What follows belongs to an exercise in optimizing a design on an open flow for a short achievable clock period and few clock cycles; a production flow would make more cautious choices.
RTL that was checked went through simulation tests only; none was proved equivalent to the original.
The flow treats the clock pin as an ideal source, which a real chip does not have.
No activity file was given, so power comes from the tool's default toggle rates.

Setup of v8:
// CacheController
module CacheController(
    rst,
    clk,
    wr,
    rd,
    data_rd,
    data_wr,
    addr_req,
    addr_resp,
    rdy,
    busy,
    wr_mem,
    rd_mem,
    busy_mem,
    data_rd_mem,
    data_wr_mem,
    addr_mem,
    cache_miss_count,
    cache_hit_count
    );
    input  rst;
    input  clk;
    input  wr;
    input  rd;
    output [31:0] data_rd;
    reg    [31:0] data_rd;
    input  [31:0] data_wr;
    input  [31:0] addr_req;
    output [31:0] addr_resp;
    reg    [31:0] addr_resp;
    output rdy;
    reg    rdy;
    output busy;
    reg    busy;
    output  wr_mem;
    output  rd_mem;
    input   busy_mem;
    input  [31:0] data_rd_mem;
    output [31:0] data_wr_mem;
    output [31:0] addr_mem;
    output [31:0] cache_miss_count;
    output [31:0] cache_hit_count;
    reg [15:0]  cache_valid;
    reg [23:0]  cache_tag [15:0];
    wire [23:0] addr_tag   = addr_req[31:8];
    wire [3:0]  addr_index = addr_req[7:4];
    wire req = wr | rd;
    assign rd_mem      = rd;
    assign wr_mem      = wr;
    assign addr_mem    = addr_req;
    assign data_wr_mem = data_wr;
    reg [15:0] line_hit;
    integer i;
    always @(*) begin
        for (i = 0; i < 16; i = i + 1)
            line_hit[i] = (addr_index == i) && cache_valid[i] && (cache_tag[i] == addr_tag);
    end
    wire hit = |line_hit;
    reg [31:0] hit_base, hit_base1, miss_base, miss_base1;
    reg [7:0]  hit_sel, miss_sel;
    wire [31:0] hit_now, miss_now;    
    genvar g;
    generate
        for (g = 0; g < 8; g = g + 1) begin : grp
            assign hit_now[4*g+3:4*g]  = hit_sel[g]  ? hit_base1[4*g+3:4*g]  : hit_base[4*g+3:4*g];
            assign miss_now[4*g+3:4*g] = miss_sel[g] ? miss_base1[4*g+3:4*g] : miss_base[4*g+3:4*g];
        end
    endgenerate
    assign cache_hit_count  = hit_now;
    assign cache_miss_count = miss_now;
    wire [7:0] hit_carry, miss_carry;
    generate
        for (g = 0; g < 8; g = g + 1) begin : cry
  ...
Size in the first run: ~1600 cells after synthesis, ~610 flip-flops, ~300 I/O pins, ~0.025 sq mm of cells after synthesis.
Settings: LEC_CHECK=0, CAP_MARGIN=20, CORE_MARGIN=2, CORE_UTILIZATION=30, CTS_CLUSTER_DIAMETER=80, CTS_CLUSTER_SIZE=40, PLACE_DENSITY=0.45, SETUP_SLACK_MARGIN=3.2, SLEW_MARGIN=20; clock period 5.5 ns.
run.sh (not shown) runs the stock make flow with config.mk's settings and CLKGATE_MAP_FILE= SYNTH_SCRIPT=/design/flow/synth_recipe.tcl, a recipe that flattens the netlist after the stock synthesis.
Both conditions hold for v8: the flow ran to the end and the final layout passed the timing, DRC and antenna checks.
Testbench counts of v8, summed over its fixed seeds: cycles 16,008.
[inputs] v45 vs v8
Settings: CORE_UTILIZATION now 45, was 30; PLACE_DENSITY now 0.6, was 0.45; ABC_CLOCK_PERIOD_IN_PS now 2000, previously not set.
==> flow/flow/run.sh (new file) <==
#!/bin/bash
# Standard layout with an extra timing-repair pass after clock tree synthesis
# (flow/post_cts.tcl). Each tool's full output stays in orfs/logs/; the make
# output is also kept in standard.log.
set -euo pipefail
here=$(pwd)
export POST_CTS_TCL="$here/flow/post_cts.tcl"
bash standard.sh > "$here/standard.log" 2>&1
==> flow/flow/post_cts.tcl (new file) <==
# Extra setup repair after CTS: more passes and all move types, then legalise.
estimate_parasitics -placement
report_worst_slack -max
log_cmd repair_timing -setup -setup_margin 3.4 -repair_tns 100 -max_passes 400 -verbose
detailed_placement
check_placement -verbose
estimate_parasitics -placement
report_worst_slack -max
==> flow/standard.sh (new file) <==
#!/bin/bash
# synth_recipe.tcl (not shown) runs the flow's synth.tcl, then flattens the netlist and writes it again
# the make line also repeats each setting of config.mk as NAME=value (left out here)
make -C /OpenROAD-flow-scripts/flow DESIGN_CONFIG=/design/flow/config.mk WORK_HOME=/design/flow/orfs CLKGATE_MAP_FILE= SYNTH_SCRIPT=/design/flow/synth_recipe.tcl "${@:-finish}"
removed: flow/run.sh
[summary]
- v45 ran to completion and came out clean on the timing, DRC and antenna checks.
- Core util | v45 vs v8 | v45 higher
- Looking at footprint of the multi-input gates, v45 sits 270 sq um higher than v8 does.
- First element of the critical path = hit_sel[3]$_DFF_PP0_: v45; first element of the critical path = miss_sel[5]$_DFF_PP0_: v8
- In the metrics for v8 and v45, the one carrying the lower part of the cycle the worst path needs is v45.
- Per the comparison of v45 with v8, power went down by 2.2%; arithmetic-cell share of the synthesized area counting full adders, half adders and majority gates was more or less identical; portion of the layout cell area used by clock cells went down by 0.43 points.
> inputs changed (v45 -> v18)
Settings: putting ABC_AREA at 1 where nothing was set; clearing ABC_CLOCK_PERIOD_IN_PS, which used to be 2000.
==> flow/run.sh (new file) <==
#!/bin/bash
# synth_recipe.tcl (not shown) runs the flow's synth.tcl, then flattens the netlist and writes it again
# the make line also repeats each setting of config.mk as NAME=value (left out here)
make -C /OpenROAD-flow-scripts/flow DESIGN_CONFIG=/design/flow/config.mk WORK_HOME=/design/flow/orfs CLKGATE_MAP_FILE= SYNTH_SCRIPT=/design/flow/synth_recipe.tcl finish
removed: flow/flow/run.sh
removed: flow/flow/post_cts.tcl
removed: flow/standard.sh
Notes after the runs:
- Both conditions hold for v18: the flow ran to the end and the final layout passed the timing, DRC and antenna checks.
- Taking v45 as the reference, in v18 compound-gate portion of the synthesized area now sits higher; share of total power in the clock network now sits higher; switching share of power now sits higher.
- For die area, dividing the value from v45 by the value from v18 gives 0.942.
- v18 against v45: share of synthesized cell area in full adder, half adder and majority cells held steady, final period demand of the worst path picked up an extra 0.023 ns, post-place instance area picked up an extra 6.3%, biggest cell delay along the critical path -0.02 ns.
- sky130_fd_sc_hd__edfxtp_1 as the most common cell after layout, fill and taps aside was reported by v45, and sky130_fd_sc_hd__nand2_1 by v18.
- Post-route clock period utilization: v18 higher than v45
Relative to v18, the following input files were edited for v13:
Settings: a change of CORE_UTILIZATION from 45 to 55; a change of PLACE_DENSITY from 0.6 to 0.7; a deleted ABC_AREA that had been 1; a deleted CTS_CLUSTER_SIZE that had been 40; a deleted CTS_CLUSTER_DIAMETER that had been 80.
==> flow/flow/run.sh (new file) <==
#!/bin/bash
# The standard layout, with each feed-through input placed next to the output
# it drives (addr_req[i]/addr_mem[i], data_wr[i]/data_wr_mem[i], rd/rd_mem,
# wr/wr_mem). Each tool's full output stays in orfs/logs/; the make output is
# also kept in standard.log.
set -euo pipefail
here=$(pwd)
args=""
for i in $(seq 0 31); do
  args+=" -group_pins {addr_req[$i] addr_mem[$i]}"
  args+=" -group_pins {data_wr[$i] data_wr_mem[$i]}"
done
args+=" -group_pins {rd rd_mem} -group_pins {wr wr_mem}"
export PLACE_PINS_ARGS="$args"
bash standard.sh > "$here/standard.log" 2>&1
==> flow/standard.sh (new file) <==
#!/bin/bash
# synth_recipe.tcl (not shown) runs the flow's synth.tcl, then flattens the netlist and writes it again
# the make line also repeats each setting of config.mk as NAME=value (left out here)
make -C /OpenROAD-flow-scripts/flow DESIGN_CONFIG=/design/flow/config.mk WORK_HOME=/design/flow/orfs CLKGATE_MAP_FILE= SYNTH_SCRIPT=/design/flow/synth_recipe.tcl "${@:-finish}"
removed: flow/run.sh
### Flow results
A destination of the critical timing path of cache_hit_count[28] is what v18 shows, while hit_base1[30]$_DFF_PP0_ belongs to v13. Sequential power across v13 and v18: no real change. Re combinational group share of total power: v13 and v18 aren't equal, and the lower value belongs to v13. Global-route wire length before repair (v18 / v13): 1.2. v13: die area is 23% lower than what v18 reported. Side by side, hold slack turned out lower in v13 than in v18. v13 has tapcell count below what v18 had. On via count of the first global-routing pass: v13 sits below v18. Against v18, v13 comes in 1137 lower on cell count after placement. Diff v13 and v18: sequential share of power lower in v13. Pre-CTS worst setup slack (lower): v13.
> inputs changed (v13 -> v27)
Settings: swapping 3.2 for 3.6 in SETUP_SLACK_MARGIN; putting CTS_CLUSTER_SIZE at 40 where nothing was set; swapping 0.7 for 0.6 in PLACE_DENSITY; swapping 55 for 45 in CORE_UTILIZATION; putting CTS_CLUSTER_DIAMETER at 80 where nothing was set.
==> flow/run.sh (new file) <==
#!/bin/bash
# synth_recipe.tcl (not shown) runs the flow's synth.tcl, then flattens the netlist and writes it again
# the make line also repeats each setting of config.mk as NAME=value (left out here)
make -C /OpenROAD-flow-scripts/flow DESIGN_CONFIG=/design/flow/config.mk WORK_HOME=/design/flow/orfs CLKGATE_MAP_FILE= SYNTH_SCRIPT=/design/flow/synth_recipe.tcl finish
removed: flow/flow/run.sh
removed: flow/standard.sh
Results
Register-to-register slack in v27 vs v13: up 0.19 ns. v27 ended with more layout cell share with drive strength beyond 1 than v13. v27 gives less final worst-path cycle share than v13 did. Going from v13 to v27, proportion of power drawn by the clock network shrinks by 5.8 points. v27 vs v13 on post-layout utilization of the core: v27 is the lower one. v27: hold slack is 0.013 ns higher than what v13 reported.

========
Another version of the RTL of CacheController (not shown whole).
Size: roughly 1,500 cells after synthesis, ~0.022 mm^2 of cells after synthesis.
Settings: LEC_CHECK=0, ABC_CLOCK_PERIOD_IN_PS=1000, CAP_MARGIN=20, CORE_MARGIN=2, CORE_UTILIZATION=45, PLACE_DENSITY=0.6, SETUP_SLACK_MARGIN=3.3, SLEW_MARGIN=20; clock period 5.5 ns.
Stock flow here: none of the scripts above is used.
Rerun with:
Settings changed: ABC_CLOCK_PERIOD_IN_PS 1000 to 2000, SETUP_SLACK_MARGIN 3.3 to 3.1.
=> The changed run passed the timing, DRC and antenna checks. Global-route usage goes up by 0.68 points. Power went down by about 0.47%. Cell count came out lower by 0.42%. Via count stays flat. Die area does not change. Synthesized area does not change. Wire length climbs by 2.7%. Core utilization went up by 0.15 points. Register-to-register slack gains 90 ps. Clock power hardly moves.
No run of this note included a check of the RTL's function; only the layout flow was run.

========
CacheController, a different RTL version from the one above (not shown whole).
Size in the first run: about 1600 cells after synthesis, about 590 flip-flops, about 300 I/O pins, roughly 25000 um2 of cells after synthesis.
// CacheController
module CacheController(
    rst,
    clk,
    wr,
    rd,
    data_rd,
    data_wr,
    addr_req,
    addr_resp,
    rdy,
    busy,
    wr_mem,
    rd_mem,
    busy_mem,
    data_rd_mem,
    data_wr_mem,
    addr_mem,
    cache_miss_count,
    cache_hit_count
    );
Settings: LEC_CHECK=0, ABC_CLOCK_PERIOD_IN_PS=1500, CAP_MARGIN=20, CORE_MARGIN=2, CORE_UTILIZATION=45, PLACE_DENSITY=0.6, SETUP_SLACK_MARGIN=3.4, SLEW_MARGIN=20; clock period 5.5 ns.
Edit:
Settings changed: ABC_CLOCK_PERIOD_IN_PS 1500 to 2000, SETUP_SLACK_MARGIN 3.4 to 3.1.
Result:
- The changed run finished clean
- routed wire length drops by 7.6%
- die area stays the same
- fmax fell by 1.9%
- flip-flop and latch count stays the same
No run of this note included a check of the RTL's function; only the layout flow was run.

========
CacheController with an RTL version that a note above also has.
Size in the first run: about 1600 cells after synthesis, about 25000 µm² of cells after synthesis.
clock: 5.5 ns
lec_check: 0
abc_clock_period_in_ps: 2000
cap_margin: 20
core_margin: 2
core_utilization: 45
cts_cluster_diameter: 80
cts_cluster_size: 40
place_density: 0.6
setup_slack_margin: 3.2
slew_margin: 20
standard.sh (not shown) runs the stock make flow with config.mk's settings and CLKGATE_MAP_FILE= SYNTH_SCRIPT=/design/flow/synth_recipe.tcl, a recipe that flattens the netlist after the stock synthesis.
==> flow/flow/run.sh <==
#!/bin/bash
# The standard layout, with each feed-through input placed next to the output
# it drives (addr_req[i]/addr_mem[i], data_wr[i]/data_wr_mem[i], rd/rd_mem,
# wr/wr_mem). Each tool's full output stays in orfs/logs/; the make output is
# also kept in standard.log.
set -euo pipefail
here=$(pwd)
args=""
for i in $(seq 0 31); do
  args+=" -group_pins {addr_req[$i] addr_mem[$i]}"
  args+=" -group_pins {data_wr[$i] data_wr_mem[$i]}"
done
args+=" -group_pins {rd rd_mem} -group_pins {wr wr_mem}"
args+=" -exclude top:* -exclude right:*"
export PLACE_PINS_ARGS="$args"
bash standard.sh > "$here/standard.log" 2>&1
Testbench counts at the start, summed over its fixed seeds: cycles 16,008.
Then changed:
==> flow/run.sh (new file) <==
#!/bin/bash
# synth_recipe.tcl (not shown) runs the flow's synth.tcl, then flattens the netlist and writes it again
# the make line also repeats each setting of config.mk as NAME=value (left out here)
make -C /OpenROAD-flow-scripts/flow DESIGN_CONFIG=/design/flow/config.mk WORK_HOME=/design/flow/orfs CLKGATE_MAP_FILE= SYNTH_SCRIPT=/design/flow/synth_recipe.tcl finish
CTS_CLUSTER_DIAMETER = unset   (was 80)
CTS_CLUSTER_SIZE = unset   (was 40)
SETUP_SLACK_MARGIN = 3.1   (was 3.2)
removed: flow/flow/run.sh
removed: flow/standard.sh
Maximum frequency goes up by about 1.8%.
First-iteration DRC count goes down by about 14%.
Worst setup slack gets better by 0.050 ns.
Sequential power is about the same.
Wire length goes down by about 8%.
Total power goes up by 16%.

========
Another version of the RTL of CacheController (not shown whole).
Size in the first run: ~1500 cells after synthesis.
export LEC_CHECK = 0
export CAP_MARGIN = 20
export CORE_MARGIN = 2
export CORE_UTILIZATION = 45
export PLACE_DENSITY = 0.6
export SLEW_MARGIN = 20
create_clock -name core_clock -period 5.5 [get_ports {clk}]
run.sh (not shown) runs the stock make flow with config.mk's settings and CLKGATE_MAP_FILE= SYNTH_SCRIPT=/design/flow/synth_recipe.tcl, a recipe that flattens the netlist after the stock synthesis.
Stock flow here: none of the scripts above is used.
Testbench counts at the start, summed over its fixed seeds: cycles 16,008.
==> next run, changes <==
--- a/flow/config.mk
+++ b/flow/config.mk
@@ -7,0 +8 @@
+export ABC_CLOCK_PERIOD_IN_PS = 2500
@@ -11,0 +13 @@
+export SETUP_SLACK_MARGIN = 3.0
The new run went through all stages and came out clean.
Critical path depth rose by 3.
Power stays flat.
Setup slack improves by 1.1 ns.
First-iteration DRC count grows by 20%.
Area after synthesis does not change.
Sequential share of layout area is lower by 4.1 points.
Clock power went down by about 4%.
Count of clock-buffer cells in the layout shrinks by 11.
Die area stays the same.
Routed wire length goes up by 16%.
==> next run, changes <==
--- a/flow/config.mk
+++ b/flow/config.mk
@@ -8 +8 @@
-export ABC_CLOCK_PERIOD_IN_PS = 2500
+export ABC_CLOCK_PERIOD_IN_PS = 2000
@@ -13 +13 @@
-export SETUP_SLACK_MARGIN = 3.0
+export SETUP_SLACK_MARGIN = 3.4
Effect: Wire length climbs by about 4.6%; clock-buffer cell count drops by 5; non-clock buffer count climbs by 57; critical path depth stays the same.

========
try-yarrow:
RTL: one of the versions met above, not the one the previous note started from.
Size: about 610 flip-flops, ~300 I/O pins.
==> flow/config.mk <==
export PLATFORM = sky130hd
export DESIGN_NAME = CacheController
export DESIGN_NICKNAME = CacheController
export VERILOG_FILES = /design/flow/design.v
export SDC_FILE = /design/flow/constraint.sdc
export NUM_CORES = 4
export LEC_CHECK = 0
export ABC_CLOCK_PERIOD_IN_PS = 2000
export CAP_MARGIN = 20
export CORE_MARGIN = 2
export CORE_UTILIZATION = 45
export CTS_CLUSTER_DIAMETER = 80
export CTS_CLUSTER_SIZE = 40
export PLACE_DENSITY = 0.6
export SETUP_SLACK_MARGIN = 3.2
export SLEW_MARGIN = 20
==> flow/constraint.sdc <==
create_clock -name core_clock -period 5.5 [get_ports {clk}]
set_input_delay 1.1000 -clock core_clock [delete_from_list [all_inputs] [get_ports {clk}]]
set_output_delay 1.1000 -clock core_clock [all_outputs]
set_load 0.01 [all_outputs]
standard.sh (not shown) runs the stock make flow with config.mk's settings and CLKGATE_MAP_FILE= SYNTH_SCRIPT=/design/flow/synth_recipe.tcl, a recipe that flattens the netlist after the stock synthesis.
==> flow/flow/run.sh <==
#!/bin/bash
# The standard layout, with each feed-through input placed next to the output
# it drives (addr_req[i]/addr_mem[i], data_wr[i]/data_wr_mem[i], rd/rd_mem,
# wr/wr_mem). Each tool's full output stays in orfs/logs/; the make output is
# also kept in standard.log.
set -euo pipefail
here=$(pwd)
args=""
for i in $(seq 0 31); do
  args+=" -group_pins {addr_req[$i] addr_mem[$i]}"
  args+=" -group_pins {data_wr[$i] data_wr_mem[$i]}"
done
args+=" -group_pins {rd rd_mem} -group_pins {wr wr_mem}"
export PLACE_PINS_ARGS="$args"
export POST_CTS_TCL="$here/flow/post_cts.tcl"
bash standard.sh > "$here/standard.log" 2>&1
==> flow/flow/post_cts.tcl <==
# Extra setup repair after CTS, raising the target in small steps, then
# legalise the placement again.
estimate_parasitics -placement
report_worst_slack -max
foreach m {2.80 2.85 2.90 2.95 3.00 3.05 3.10 3.15 3.20 3.30} {
  log_cmd repair_timing -setup -setup_margin $m -repair_tns 100 -verbose
  report_worst_slack -max
}
detailed_placement
check_placement -verbose
estimate_parasitics -placement
report_worst_slack -max
Testbench counts of try-yarrow, summed over its fixed seeds: cycles 16,008.
The following lists how try-umber was set up differently from try-yarrow:
# try-yarrow
export LEC_CHECK = 0
export ABC_CLOCK_PERIOD_IN_PS = 2000
export CAP_MARGIN = 20
export CORE_MARGIN = 2
export CORE_UTILIZATION = 45
export CTS_CLUSTER_DIAMETER = 80
export CTS_CLUSTER_SIZE = 40
export PLACE_DENSITY = 0.6
export SETUP_SLACK_MARGIN = 3.2
export SLEW_MARGIN = 20
create_clock -name core_clock -period 5.5 [get_ports {clk}]
# try-umber
export LEC_CHECK = 0
export CAP_MARGIN = 20
export CORE_MARGIN = 2
export CORE_UTILIZATION = 45
export CTS_CLUSTER_DIAMETER = 80
export CTS_CLUSTER_SIZE = 40
export PLACE_DENSITY = 0.6
export SETUP_SLACK_MARGIN = 2.95
export SLEW_MARGIN = 20
create_clock -name core_clock -period 5.5 [get_ports {clk}]
==> flow/run.sh (new file) <==
#!/bin/bash
# synth_recipe.tcl (not shown) runs the flow's synth.tcl, then flattens the netlist and writes it again
# the make line also repeats each setting of config.mk as NAME=value (left out here)
make -C /OpenROAD-flow-scripts/flow DESIGN_CONFIG=/design/flow/config.mk WORK_HOME=/design/flow/orfs CLKGATE_MAP_FILE= SYNTH_SCRIPT=/design/flow/synth_recipe.tcl finish
removed: flow/flow/run.sh
removed: flow/flow/post_cts.tcl
removed: flow/standard.sh
Results
- [compare] base=try-yarrow new=try-umber: overall power after layout down about 0.8%, share of the final layout cell area in multi-input gates +0.42 points.
- Sort try-yarrow and try-umber by slew at the pin closest to its max-slew limit, descending, and try-yarrow comes first.
- In try-umber the utilization turned out 3.0 points lower than in try-yarrow.
- try-umber against try-yarrow: pin count of the biggest net entering global routing went down 47%, per-cell routed wire length down 0.81%, final period demand of the worst path down 0.0054 ns, wire length went down by 5.8%.
- Comparing try-yarrow and try-umber, the lower count of clock buffers in the final design is on try-yarrow.
Modified inputs, try-garnet compared to try-umber
# try-umber
export LEC_CHECK = 0
export CAP_MARGIN = 20
export CORE_MARGIN = 2
export CORE_UTILIZATION = 45
export CTS_CLUSTER_DIAMETER = 80
export CTS_CLUSTER_SIZE = 40
export PLACE_DENSITY = 0.6
export SETUP_SLACK_MARGIN = 2.95
export SLEW_MARGIN = 20
create_clock -name core_clock -period 5.5 [get_ports {clk}]
# try-garnet
export LEC_CHECK = 0
export CAP_MARGIN = 20
export CORE_MARGIN = 2
export CORE_UTILIZATION = 45
export PLACE_DENSITY = 0.6
export SETUP_SLACK_MARGIN = 3.2
export SLEW_MARGIN = 20
create_clock -name core_clock -period 5.5 [get_ports {clk}]
==> flow/flow/run.sh (new file) <==
#!/bin/bash
# The standard layout, with each feed-through input placed next to the output
# it drives (addr_req[i]/addr_mem[i], data_wr[i]/data_wr_mem[i], rd/rd_mem,
# wr/wr_mem). Each tool's full output stays in orfs/logs/; the make output is
# also kept in standard.log.
set -euo pipefail
here=$(pwd)
args=""
for i in $(seq 0 31); do
  args+=" -group_pins {addr_req[$i] addr_mem[$i]}"
  args+=" -group_pins {data_wr[$i] data_wr_mem[$i]}"
done
args+=" -group_pins {rd rd_mem} -group_pins {wr wr_mem}"
export PLACE_PINS_ARGS="$args"
bash standard.sh > "$here/standard.log" 2>&1
==> flow/standard.sh (new file) <==
#!/bin/bash
# synth_recipe.tcl (not shown) runs the flow's synth.tcl, then flattens the netlist and writes it again
# the make line also repeats each setting of config.mk as NAME=value (left out here)
make -C /OpenROAD-flow-scripts/flow DESIGN_CONFIG=/design/flow/config.mk WORK_HOME=/design/flow/orfs CLKGATE_MAP_FILE= SYNTH_SCRIPT=/design/flow/synth_recipe.tcl "${@:-finish}"
removed: flow/run.sh
--- outcome ---
- try-garnet ended up with a lower register share of the cell area than try-umber did.
- try-umber -> try-garnet: footprint of the multi-input gates flat
- Compared to try-umber, try-garnet has post-route cell area 4.3% higher.
- Summary — count of fill cells added during filler insertion, try-garnet relative to try-umber: lower, by 154.
Input-level comparison between try-sierra and try-garnet:
# try-garnet
export LEC_CHECK = 0
export CAP_MARGIN = 20
export CORE_MARGIN = 2
export CORE_UTILIZATION = 45
export PLACE_DENSITY = 0.6
export SETUP_SLACK_MARGIN = 3.2
export SLEW_MARGIN = 20
create_clock -name core_clock -period 5.5 [get_ports {clk}]
# try-sierra
export LEC_CHECK = 0
export ABC_CLOCK_PERIOD_IN_PS = 400
export CAP_MARGIN = 20
export CORE_MARGIN = 2
export CORE_UTILIZATION = 45
export CTS_CLUSTER_DIAMETER = 80
export CTS_CLUSTER_SIZE = 40
export PLACE_DENSITY = 0.6
export SETUP_SLACK_MARGIN = 3.2
export SLEW_MARGIN = 20
create_clock -name core_clock -period 5.5 [get_ports {clk}]
==> flow/run.sh (new file) <==
#!/bin/bash
# synth_recipe.tcl (not shown) runs the flow's synth.tcl, then flattens the netlist and writes it again
# the make line also repeats each setting of config.mk as NAME=value (left out here)
make -C /OpenROAD-flow-scripts/flow DESIGN_CONFIG=/design/flow/config.mk WORK_HOME=/design/flow/orfs CLKGATE_MAP_FILE= SYNTH_SCRIPT=/design/flow/synth_recipe.tcl finish
removed: flow/flow/run.sh
removed: flow/standard.sh
Changes observed in try-sierra relative to try-garnet: combinational fraction of design power rose by 2.0 points; via count rose by about 0.4%; global routing usage on met3 fell by 0.70 points.
Sort try-sierra and try-garnet by power, ascending, and try-sierra comes first.
Summary of try-sierra over try-garnet: final-layout non-clock buffer area share climbed 1.7 points, combinational power increased about 6%, sequential fraction of design power went up, setup slack saw an increase, time the worst path needs with I/O delays and setup -0.040 ns.
Setup changes, try-sierra to try-willow
# try-sierra
export LEC_CHECK = 0
export ABC_CLOCK_PERIOD_IN_PS = 400
export CAP_MARGIN = 20
export CORE_MARGIN = 2
export CORE_UTILIZATION = 45
export CTS_CLUSTER_DIAMETER = 80
export CTS_CLUSTER_SIZE = 40
export PLACE_DENSITY = 0.6
export SETUP_SLACK_MARGIN = 3.2
export SLEW_MARGIN = 20
create_clock -name core_clock -period 5.5 [get_ports {clk}]
# try-willow
export LEC_CHECK = 0
export ABC_CLOCK_PERIOD_IN_PS = 2000
export CAP_MARGIN = 20
export CORE_MARGIN = 2
export CORE_UTILIZATION = 45
export CTS_CLUSTER_DIAMETER = 80
export CTS_CLUSTER_SIZE = 40
export PLACE_DENSITY = 0.6
export SETUP_SLACK_MARGIN = 3.2
export SLEW_MARGIN = 20
create_clock -name core_clock -period 5.5 [get_ports {clk}]
==> comparison <==
Re half-perimeter wire length after placement: no difference whatsoever between try-willow and try-sierra. Per the comparison of try-willow with try-sierra, maximum achievable frequency level; simple-gate share of the synthesized area level. Via count came out exactly the same in try-willow and try-sierra. Re power after layout: no difference whatsoever between try-sierra and try-willow. Comparing try-sierra against try-willow, there is no change at all in core area. Diff try-sierra..try-willow | critical path depth | unchanged.
Input changes introduced in try-amber (baseline for comparison: try-willow):
==> flow/flow/run.sh (new file) <==
#!/bin/bash
# The standard layout, with each feed-through input placed next to the output
# it drives (addr_req[i]/addr_mem[i], data_wr[i]/data_wr_mem[i], rd/rd_mem,
# wr/wr_mem). Each tool's full output stays in orfs/logs/; the make output is
# also kept in standard.log.
set -euo pipefail
here=$(pwd)
args=""
for i in $(seq 0 31); do
  args+=" -group_pins {addr_req[$i] addr_mem[$i]}"
  args+=" -group_pins {data_wr[$i] data_wr_mem[$i]}"
done
args+=" -group_pins {rd rd_mem} -group_pins {wr wr_mem}"
export PLACE_PINS_ARGS="$args"
bash standard.sh > "$here/standard.log" 2>&1
==> flow/standard.sh (new file) <==
#!/bin/bash
# synth_recipe.tcl (not shown) runs the flow's synth.tcl, then flattens the netlist and writes it again
# the make line also repeats each setting of config.mk as NAME=value (left out here)
make -C /OpenROAD-flow-scripts/flow DESIGN_CONFIG=/design/flow/config.mk WORK_HOME=/design/flow/orfs CLKGATE_MAP_FILE= SYNTH_SCRIPT=/design/flow/synth_recipe.tcl "${@:-finish}"
removed: flow/run.sh
--- outcome ---
Relative to try-willow, fraction of area in registers increased by 0.89 points in try-amber. Between try-willow and try-amber, met2 track utilization from global routing decreased. [compare] base=try-willow new=try-amber: relative area change from synthesis to final layout went down by 2.4 points, overall power after layout moved down, arrival time at the worst endpoint climbed 0.08 ns, total wire length after detailed routing has decreased, estimated wirelength of the detail-placed design higher. In the flow results for try-willow and try-amber, the switching power summed over all nets is larger on try-amber. In try-amber, the number of signal-net buffers in the layout came out 29 below the value in try-willow. Per the comparison of try-amber with try-willow, final design instance area without fill lost about 1.8%, final RePlAce weighted congestion picked up an extra 0.019.

-- re-timing with driven ports --
How much do the figures lean on ideal ports? The routed layouts below were timed once more, with nothing changed but the port constraints. Step 1: set_driving_cell puts a clkbuf_16 on clk and a buf_2 on each other input, an assumption about the parent block. Step 2 times the ports against the registers' clock, not the clock port: input delays grow and output delays shrink by t, the midpoint of the rising clock arrivals with the driver on. a / b / c = no drivers / after step 1 / after step 2; a / b = the first two.
run | shift t [ns] | slack for setup (ns) | pins driven straight from the clock port
v8 | 0.649 | 2.729 / 2.661 / 2.068 | 1
v45 | 0.641 | 2.787 / 2.725 / 2.162 | 1
v18 | 0.647 | 2.764 / 2.700 / 2.346 | 1
v13 | 0.685 | 2.648 / 2.648 / 2.067 | 1
v27 | 0.650 | 2.740 / 2.676 / 2.123 | 1
the first run of note 2 | 0.681 | 2.506 / 2.441 / 1.760 | 1
the second run of note 2 | 0.684 | 2.564 / 2.499 / 1.815 | 1
the first run of note 3 | 0.679 | 2.432 / 2.378 / 1.699 | 1
the second run of note 3 | 0.651 | 2.374 / 2.324 / 1.673 | 1
the first run of note 4 | 0.669 | 2.693 / 2.634 / 1.964 | 1
the second run of note 4 | 0.657 | 2.743 / 2.681 / 2.110 | 1
the first run of note 5 | 0.651 | 1.374 / 1.352 / 1.237 | 1
the second run of note 5 | 0.691 | 2.456 / 2.390 / 1.699 | 1
the third run of note 5 | 0.682 | 2.489 / 2.415 / 1.732 | 1
try-yarrow | 0.645 | 2.754 / 2.694 / 2.188 | 1
try-umber | 0.630 | 2.759 / 2.702 / 2.253 | 1
try-garnet | 0.659 | 2.749 / 2.685 / 2.080 | 1
try-sierra | 0.634 | 2.789 / 2.727 / 2.180 | 1
try-willow | 0.634 | 2.789 / 2.727 / 2.180 | 1
try-amber | 0.645 | 2.707 / 2.646 / 2.134 | 1
After both steps setup and hold are still met in every run listed.
